This is an optimization exercise on Yosys and OpenROAD, whose aim is small area, a short achievable clock period and few clock cycles per item, not a production implementation. RTL that was checked went through simulation tests only; none was proved equivalent to the original. No activity file was given, so power comes from the tool's default toggle rates.

trial 77:
Design WallaceTreeMultiplier, start of the top module:
module WallaceTreeMultiplier (
    input                   clk,
    input                   rst,
    input  logic [31:0]     a,
    input  logic [31:0]     b,
    input  logic            start,
    input  logic [1:0]      mul_type,
    output logic            done,
    output logic [63:0]     p
);
  localparam logic [2:0] IDLE = 3'd0, G0 = 3'd1, G1 = 3'd2, G2 = 3'd3, G3 = 3'd4,
                         FIN = 3'd5, DN = 3'd6;
  localparam logic [31:0] KHI = 32'haaaaaaac;
  logic [2:0]  st;
  logic [32:0] A;        
  logic        corr;     
  logic [31:0] PB;       
  logic        bprev;    
  logic [33:0] S, C;  
  logic [1:0]  cin;      
  wire sa = (mul_type == 2'b01) || (mul_type == 2'b10);
  wire sb = (mul_type == 2'b01);
  wire grp = (st == G0) || (st == G1) || (st == G2) || (st == G3);
  function automatic logic [2:0] benc(input logic x2, input logic x1, input logic x0);
    benc = {x2, (x2 & ~x1 & ~x0) | (~x2 & x1 & x0), x1 ^ x0};
  endfunction
  logic [3:0] neg, one, two;
  wire [8:0] bw = {PB[7:0], bprev};
  always_comb begin
    for (int k = 0; k < 4; k++)
      {neg[k], two[k], one[k]} = benc(bw[2*k+2], bw[2*k+1], bw[2*k]);
  end
  wire [34:0] Ae = {A[32], A[32], A};
  wire [35:0] Ae2 = {Ae, 1'b0};
  wire [34:0] m0 = ({35{one[0]}} & Ae) | ({35{two[0]}} & Ae2[34:0]);
  wire [34:0] r0 = {~(m0[34] ^ neg[0]), m0[33:0] ^ {34{neg[0]}}};
  wire [34:0] m1 = ({35{one[1]}} & Ae) | ({35{two[1]}} & Ae2[34:0]);
  wire [34:0] r1 = {~(m1[34] ^ neg[1]), m1[33:0] ^ {34{neg[1]}}};
  wire [34:0] m2 = ({35{one[2]}} & Ae) | ({35{two[2]}} & Ae2[34:0]);
  wire [34:0] r2 = {~(m2[34] ^ neg[2]), m2[33:0] ^ {34{neg[2]}}};
  wire [34:0] m3 = ({35{one[3]}} & Ae) | ({35{two[3]}} & Ae2[34:0]);
  wire [34:0] r3 = {~(m3[34] ^ neg[3]), m3[33:0] ^ {34{neg[3]}}};
  logic [131:0] tfs, tfc;
  logic [8:0] ths, thc;
  ...
clock: 11.0 ns
lec_check: 0
cap_margin: 20
core_margin: 2
core_utilization: 40
slew_margin: 20
run.sh (not shown) runs the stock make flow with config.mk's settings and CLKGATE_MAP_FILE= SYNTH_SCRIPT=/design/flow/synth_recipe.tcl, a recipe that flattens the netlist after the stock synthesis.
Testbench counts of trial 77, summed over its fixed seeds: cycles 15,028, items 2,000.
## Diff of input files: trial 74 against trial 77
==> flow/flow/run.sh (new file) <==
#!/bin/bash
# Standard layout, with timing repair asked to leave a larger setup margin.
export SETUP_SLACK_MARGIN=7.5
bash standard.sh > standard_run.log 2>&1
==> flow/standard.sh (new file) <==
#!/bin/bash
# synth_recipe.tcl (not shown) runs the flow's synth.tcl, then flattens the netlist and writes it again
# the make line also repeats each setting of config.mk as NAME=value (left out here)
make -C /OpenROAD-flow-scripts/flow DESIGN_CONFIG=/design/flow/config.mk WORK_HOME=/design/flow/orfs CLKGATE_MAP_FILE= SYNTH_SCRIPT=/design/flow/synth_recipe.tcl "${@:-finish}"
removed: flow/run.sh
Notes after the runs:
- Diff trial 77 -> trial 74 | register-to-register slack | increase of 1.04 ns
- Maximum operating frequency delta (trial 74 − trial 77): favourable
- Trial 77 → trial 74: sequential share of layout area -1.9 points, global-route usage now sits higher, power share of the combinational group rose by 3.0 points, ratio of cells with drive above 1 in the final layout went up 16 points.
- The higher area taken by flip-flops and latches came out of trial 74.


Setup of JK:
Another version of the RTL of WallaceTreeMultiplier (not shown whole).
For scale: ~1,500 cells after synthesis, roughly 170 flip-flops, roughly 130 I/O pins.
export LEC_CHECK = 0
export CAP_MARGIN = 20
export CORE_MARGIN = 2
export CORE_UTILIZATION = 40
export SLEW_MARGIN = 20
create_clock -name core_clock -period 11.0 [get_ports {clk}]
standard.sh (not shown) runs the stock make flow with config.mk's settings and CLKGATE_MAP_FILE= SYNTH_SCRIPT=/design/flow/synth_recipe.tcl, a recipe that flattens the netlist after the stock synthesis.
==> flow/flow/run.sh <==
#!/bin/bash
# Standard layout, with timing repair asked to leave a larger setup margin,
# plain buffers (not delay buffers) on the ports, and no dummy clock loads.
export SETUP_SLACK_MARGIN=7.55
export BUFFER_PORTS_ARGS="-buffer_cell sky130_fd_sc_hd__buf_1"
export CTS_ARGS="-sink_clustering_enable -repair_clock_nets -dont_use_dummy_load"
bash standard.sh > standard_run.log 2>&1
No stage failed in JK, and the final checks on the layout all came back clean.
Testbench counts of JK, summed over its fixed seeds: cycles 15,028, items 2,000.
Modified inputs, MS compared to JK
-- flow/flow/run.sh --
<<< JK, line 3
# plain buffers (not delay buffers) on the ports, and no dummy clock loads.
export SETUP_SLACK_MARGIN=7.55
export BUFFER_PORTS_ARGS="-buffer_cell sky130_fd_sc_hd__buf_1"
>>> MS, line 3
# plain buffers (not delay buffers) on the ports, and no dummy clock loads.
export SETUP_SLACK_MARGIN=7.8
export BUFFER_PORTS_ARGS="-buffer_cell sky130_fd_sc_hd__buf_1"
--- outcome ---
- Diff MS and JK: depth of the critical timing path with buffers and inverters included lower in JK
- Looking only at internal power component, and setting everything else aside, the higher value of MS and JK goes to MS.
- The setup slack of MS is larger than that of JK.
- Looking at worst setup path startpoint, the corr$_DFF_P_ result is from MS; the S[21]$_SDFFE_PP0P_ one comes from JK.
- Worst hold slack, MS and JK: larger value in JK
- On buffers inserted during post-CTS setup optimization: between MS and JK, it ends up higher for MS.
- Going from JK to MS, non-clock buffer count grew by more than a quarter.
- Area growth from synthesis to layout is higher on MS
diff inputs: MS => AL
==> flow/flow/run.sh <==
#!/bin/bash
# Standard layout, with timing repair asked to leave a larger setup margin.
export SETUP_SLACK_MARGIN=8.1
bash standard.sh > standard_run.log 2>&1
[summary]
- Comparing MS and AL, the lower worst setup slack was measured on AL.
- Diff MS -> AL | latest clock arrival within the worst-skew pair | increase of 0.02 ns
- The estimated power of AL ends up higher than the estimate for MS.
- Part of the power in combinational logic came out higher on AL than on MS.
- AL vs. MS: post-detailed-routing wire length picked up an extra about 11%, final antenna diode count lost 1, count of cell instances traversed by the critical path neither gained nor lost much, non-filler instance count after layout picked up an extra about 3.7%.
- Compared with MS, in AL worst-case headroom to the max-slew limit shows a reduction of 6.3 points; peak per-stage delay on the critical path shows an increase of 0.11 ns.
- Reported for MS and AL, top-level port count turned out identical to the last digit.
For TR, these inputs were changed with respect to AL:
==> flow/flow/run.sh <==
#!/bin/bash
# Standard layout, with timing repair asked to leave a larger setup margin,
# plain buffers (not delay buffers) on the ports, and no dummy clock loads.
export SETUP_SLACK_MARGIN=7.7
export BUFFER_PORTS_ARGS="-buffer_cell sky130_fd_sc_hd__buf_1"
export CTS_ARGS="-sink_clustering_enable -repair_clock_nets -dont_use_dummy_load"
bash standard.sh > standard_run.log 2>&1
## What came out
TR ended with every stage complete and zero timing, DRC or antenna violations.
TR vs. AL: largest voltage drop on the vdd net went down, via count saw a decrease, layout buffering overhead excluding clock cells shrank by 9.9 points, worst slew margin relative to its limit has decreased, clock network fraction of total power shrank by 1.2 points.
As far as flip-flop and latch count goes, TR and AL are indistinguishable; the numbers are identical.
Looking at post-CTS repair timing setup buffer count, TR sits 82 below AL.


WallaceTreeMultiplier again, from the RTL that the note above started with.
==> flow/config.mk <==
export PLATFORM = sky130hd
export DESIGN_NAME = WallaceTreeMultiplier
export DESIGN_NICKNAME = WallaceTreeMultiplier
export VERILOG_FILES = /design/flow/design.v
export SDC_FILE = /design/flow/constraint.sdc
export NUM_CORES = 4
export LEC_CHECK = 0
export CAP_MARGIN = 20
export CORE_MARGIN = 2
export CORE_UTILIZATION = 40
export SLEW_MARGIN = 20
==> flow/constraint.sdc <==
create_clock -name core_clock -period 11.0 [get_ports {clk}]
set_input_delay 2.2000 -clock core_clock [delete_from_list [all_inputs] [get_ports {clk}]]
set_output_delay 2.2000 -clock core_clock [all_outputs]
set_load 0.01 [all_outputs]
==> flow/flow/run.sh <==
#!/bin/bash
# Standard layout, with timing repair asked to leave a larger setup margin,
# and plain buffers (not delay buffers) on the ports.
export SETUP_SLACK_MARGIN=7.8
export BUFFER_PORTS_ARGS="-buffer_cell sky130_fd_sc_hd__buf_2"
bash standard.sh > standard_run.log 2>&1
Testbench counts at the start, summed over its fixed seeds: cycles 15,028, items 2,000.
Change:
==> flow/flow/run.sh (replaced) <==
#!/bin/bash
# Standard layout, with timing repair asked to leave a larger setup margin.
export SETUP_SLACK_MARGIN=7.8
bash standard.sh > standard_run.log 2>&1
After rerunning: The new run went through all stages and came out clean. Clock power rises by 4.3%. Critical path depth is unchanged. Die area is unchanged.
Change:
==> flow/flow/run.sh (replaced) <==
#!/bin/bash
# Standard layout, with timing repair asked to leave a larger setup margin,
# plain buffers (not delay buffers) on the ports, and no dummy clock loads.
export SETUP_SLACK_MARGIN=7.55
export BUFFER_PORTS_ARGS="-buffer_cell sky130_fd_sc_hd__buf_1"
export CTS_ARGS="-sink_clustering_enable -repair_clock_nets -dont_use_dummy_load"
bash standard.sh > standard_run.log 2>&1
- CORE_UTILIZATION: 40 -> 60
- PLACE_DENSITY: unset -> 0.7
Outcome: Power decreases by 9.0%; global-route usage climbs by 8.0 points; routed wire length is lower by 13%; design area fell by 11%; via count falls by 2.7%; setup slack is worse by 17 ps; sequential cell count does not change; area after synthesis does not change.
Change:
==> flow/flow/run.sh (replaced) <==
#!/bin/bash
# Standard layout, with timing repair asked to leave a larger setup margin,
# plain buffers (not delay buffers) on the ports, and no dummy clock loads.
export SETUP_SLACK_MARGIN=7.2
export BUFFER_PORTS_ARGS="-buffer_cell sky130_fd_sc_hd__buf_1"
export CTS_ARGS="-sink_clustering_enable -repair_clock_nets -dont_use_dummy_load"
bash standard.sh > standard_run.log 2>&1
- CORE_UTILIZATION: 60 -> 40
- PLACE_DENSITY: 0.7 -> unset
Effect: Power climbs slightly. Count of clock-buffer cells in the layout does not change. Cell area drops slightly. Hold slack gets better by 47 ps. Via count drops by a few percent.


Starting RTL as in the previous note.
Settings: LEC_CHECK=0, CAP_MARGIN=20, CORE_MARGIN=2, CORE_UTILIZATION=40, SLEW_MARGIN=20; clock period 11.0 ns.
==> flow/flow/run.sh <==
#!/bin/bash
# Standard layout, with timing repair asked to leave a larger setup margin,
# plain buffers (not delay buffers) on the ports, and no dummy clock loads.
export SETUP_SLACK_MARGIN=7.4
export BUFFER_PORTS_ARGS="-buffer_cell sky130_fd_sc_hd__buf_1"
export CTS_ARGS="-sink_clustering_enable -repair_clock_nets -dont_use_dummy_load"
bash standard.sh > standard_run.log 2>&1
The first run produced a clean layout.
Testbench counts at the start, summed over its fixed seeds: cycles 15,028, items 2,000.
Change:
==> flow/flow/run.sh (replaced) <==
#!/bin/bash
# Standard layout, with timing repair asked to leave a larger setup margin,
# and plain buffers (not delay buffers) on the ports.
export SETUP_SLACK_MARGIN=7.8
export BUFFER_PORTS_ARGS="-buffer_cell sky130_fd_sc_hd__buf_1"
bash standard.sh > standard_run.log 2>&1
=> Routed wire length is higher by 3.0%; setup slack is better by 0.20 ns; global-route usage is higher by 0.98 points; total power is higher by 7.9%; die area stays the same; register-to-register slack is better by 0.20 ns; first-iteration DRC count is higher by 9.7%; clock skew is lower by 0.011 ns.


## run 4
Another version of the RTL of WallaceTreeMultiplier (not shown whole).
For scale: ~1,500 cells after synthesis, about 170 flip-flops, roughly 130 I/O pins, ~0.014 mm² of cells after synthesis.
export LEC_CHECK = 0
export CAP_MARGIN = 20
export CORE_MARGIN = 2
export CORE_UTILIZATION = 40
export SLEW_MARGIN = 20
create_clock -name core_clock -period 11.0 [get_ports {clk}]
==> flow/flow/run.sh <==
#!/bin/bash
# Standard layout, with timing repair asked to leave a larger setup margin,
# plain buffers (not delay buffers) on the ports, and no dummy clock loads.
export SETUP_SLACK_MARGIN=7.55
export BUFFER_PORTS_ARGS="-buffer_cell sky130_fd_sc_hd__buf_1"
export CTS_ARGS="-sink_clustering_enable -repair_clock_nets -dont_use_dummy_load"
bash standard.sh > standard_run.log 2>&1
Run 4 reached the end of the flow, and the finished layout is clean on the timing, design-rule and antenna checks.
Edits applied to the flow inputs when going from run 4 to run 1:
==> flow/flow/run.sh <==
#!/bin/bash
# Standard layout, with timing repair asked to leave a larger setup margin,
# plain buffers (not delay buffers) on the ports, and no dummy clock loads.
export SETUP_SLACK_MARGIN=7.8
export BUFFER_PORTS_ARGS="-buffer_cell sky130_fd_sc_hd__buf_1"
export CTS_ARGS="-sink_clustering_enable -repair_clock_nets -dont_use_dummy_load"
bash standard.sh > standard_run.log 2>&1
==> comparison <==
Looking at register-to-register slack across both flows, run 1 is the stronger of the two, with run 4 trailing. First-iteration DRC count (higher): run 1. NOTE: worst path arrival time in run 1 falls short of that of run 4. Summary of run 1 over run 4: flip-flop and latch share of the layout cell area has decreased, final sequential cell count flat. Total power after layout: run 1 and run 4 compared, higher one is run 1.
Function was not checked in any run of this note: the RTL went through the layout flow alone.


== v48 ==
RTL: one of the versions met above, not the one the previous note started from.
Size: roughly 170 flip-flops, roughly 14000 µm² of cells after synthesis.
export LEC_CHECK = 0
export CAP_MARGIN = 20
export CORE_MARGIN = 2
export CORE_UTILIZATION = 40
export SLEW_MARGIN = 20
create_clock -name core_clock -period 11.0 [get_ports {clk}]
==> flow/flow/run.sh <==
#!/bin/bash
# Standard layout, with timing repair asked to leave a larger setup margin,
# plain buffers (not delay buffers) on the ports, and no dummy clock loads.
export SETUP_SLACK_MARGIN=7.8
export BUFFER_PORTS_ARGS="-buffer_cell sky130_fd_sc_hd__buf_1"
export CTS_ARGS="-sink_clustering_enable -repair_clock_nets -dont_use_dummy_load -buf_list {sky130_fd_sc_hd__clkbuf_4 sky130_fd_sc_hd__clkbuf_8}"
bash standard.sh > standard_run.log 2>&1
v48 ran to completion and came out clean on the timing, design-rule and antenna checks.
Testbench counts of v48, summed over its fixed seeds: cycles 15,028, items 2,000.
Modified inputs, v23 compared to v48
==> flow/flow/run.sh <==
#!/bin/bash
# Standard layout, with timing repair asked to leave a larger setup margin,
# plain buffers (not delay buffers) on the ports, and no dummy clock loads.
export SETUP_SLACK_MARGIN=7.62
export BUFFER_PORTS_ARGS="-buffer_cell sky130_fd_sc_hd__buf_1"
export CTS_ARGS="-sink_clustering_enable -repair_clock_nets -dont_use_dummy_load -sink_clustering_size 30 -sink_clustering_max_diameter 100"
bash standard.sh > standard_run.log 2>&1
Comparing v23 and v48, the lower final cell count was measured on v23.
From v48 to v23 the numbers moved as follows: maximum number of pins on one net before global-route repair -11; global routing met2 resource utilization -1.3 points; cell count after placement ~0 delta.
As of v23, global-route wire length before repair had fallen by a few percent compared to v48.
Against v48, v23 reports a sequential share of layout area that is higher.
On v23: part of the total power dissipated in the clock network is 3.6 points higher than what v48 gave.
Relative to v48, final critical path time including I/O delays and setup has gone up in v23.
Changes in v43 relative to v23:
--- a/flow/flow/run.sh
+++ b/flow/flow/run.sh
@@ -5,3 +5,3 @@
 export BUFFER_PORTS_ARGS="-buffer_cell sky130_fd_sc_hd__buf_1"
-export CTS_ARGS="-sink_clustering_enable -repair_clock_nets -dont_use_dummy_load -sink_clustering_size 30 -sink_clustering_max_diameter 100"
+export CTS_ARGS="-sink_clustering_enable -repair_clock_nets -dont_use_dummy_load"
 bash standard.sh > standard_run.log 2>&1
[summary]
Fmax came out exactly the same in v43 and v23.
As far as cell row count goes, v43 and v23 are indistinguishable; the numbers are identical.
v43 and v23 ended up with nearly the same clock latency on the worst-skew pair.
[compare] base=v23 new=v43: ratio of final minimum period to clock period saw little to no change; post-detailed-route wirelength per cell about even; overall via count from detail_route did not really move; die span in y closely matched the old numbers.


Setup of before:
Another version of the RTL of WallaceTreeMultiplier (not shown whole).
Size in the first run: ~0.014 mm² of cells after synthesis.
clock: 11.0 ns
lec_check: 0
cap_margin: 20
core_margin: 2
core_utilization: 40
slew_margin: 20
==> flow/flow/run.sh <==
#!/bin/bash
# Standard layout, with timing repair asked to leave a larger setup margin.
export SETUP_SLACK_MARGIN=7.8
bash standard.sh > standard_run.log 2>&1
before went all the way through synthesis, placement and routing and the layout is clean on timing, DRC and antenna.
Changes in after relative to before:
- SLEW_MARGIN now 0, was 20
- CAP_MARGIN now 0, was 20
- CORE_UTILIZATION now 55, was 40
Findings:
Summary of after over before: routed via count rose 129, share of the clock period used by the worst path after layout increased by 1.2 points relative to the old numbers, overall power has increased.
Function was not checked in any run of this note: the RTL went through the layout flow alone.

port drivers added, routing unchanged:
Ports are ideal in the flow. The routed layouts listed here were re-timed in OpenROAD. Step 1: set_driving_cell puts a clkbuf_16 on clk and a buf_2 on each other input, an assumption about the parent block. Step 2 adds t to the input delays and takes it off the output delays; t is the mean of the earliest and latest rising clock arrival at the registers after step 1. Input paths then give back, and output paths get back, about the clock's delay inside the block. Three values: no drivers, after step 1, after step 2; two values: the first two.
run | shift t [ns] | setup slack, ns | worst register clock-pin slew, ns | pins driven straight from the clock port
trial 77 | 0.506 | 5.134 / 5.134 / 5.134 | 0.07 / 0.07 | 1
trial 74 | 0.514 | 6.178 / 6.178 / 6.178 | 0.07 / 0.07 | 1
JK | 0.489 | 7.585 / 7.536 / 7.606 | 0.08 / 0.08 | 1
MS | 0.486 | 7.735 / 7.718 / 7.735 | 0.07 / 0.07 | 1
AL | 0.514 | 7.609 / 7.609 / 7.609 | 0.08 / 0.08 | 1
TR | 0.489 | 7.693 / 7.677 / 7.693 | 0.08 / 0.08 | 1
the first run of note 3 | 0.500 | 7.725 / 7.686 / 7.725 | 0.07 / 0.07 | 1
the second run of note 3 | 0.501 | 7.615 / 7.615 / 7.502 | 0.08 / 0.08 | 1
the third run of note 3 | 0.478 | 7.598 / 7.545 / 7.622 | 0.08 / 0.08 | 1
the fourth run of note 3 | 0.489 | 7.433 / 7.433 / 7.433 | 0.08 / 0.08 | 1
the first run of note 4 | 0.490 | 7.516 / 7.514 / 7.516 | 0.08 / 0.08 | 1
the second run of note 4 | 0.501 | 7.716 / 7.700 / 7.716 | 0.08 / 0.08 | 1
run 4 | 0.491 | 7.536 / 7.536 / 7.536 | 0.09 / 0.09 | 1
run 1 | 0.500 | 7.678 / 7.678 / 7.678 | 0.08 / 0.08 | 1
v48 | 0.527 | 7.710 / 7.666 / 7.710 | 0.10 / 0.10 | 1
v23 | 0.495 | 7.600 / 7.599 / 7.600 | 0.07 / 0.07 | 1
v43 | 0.495 | 7.600 / 7.599 / 7.600 | 0.07 / 0.07 | 1
before | 0.506 | 7.258 / 7.258 / 7.258 | 0.07 / 0.07 | 1
after | 0.496 | 7.126 / 7.126 / 7.126 | 0.09 / 0.09 | 1
After both steps setup and hold are still met in every run listed. The setup slack of the second run of note 3, which loses most, moves by 0.000 ns with the drivers and by -0.113 ns with both steps.
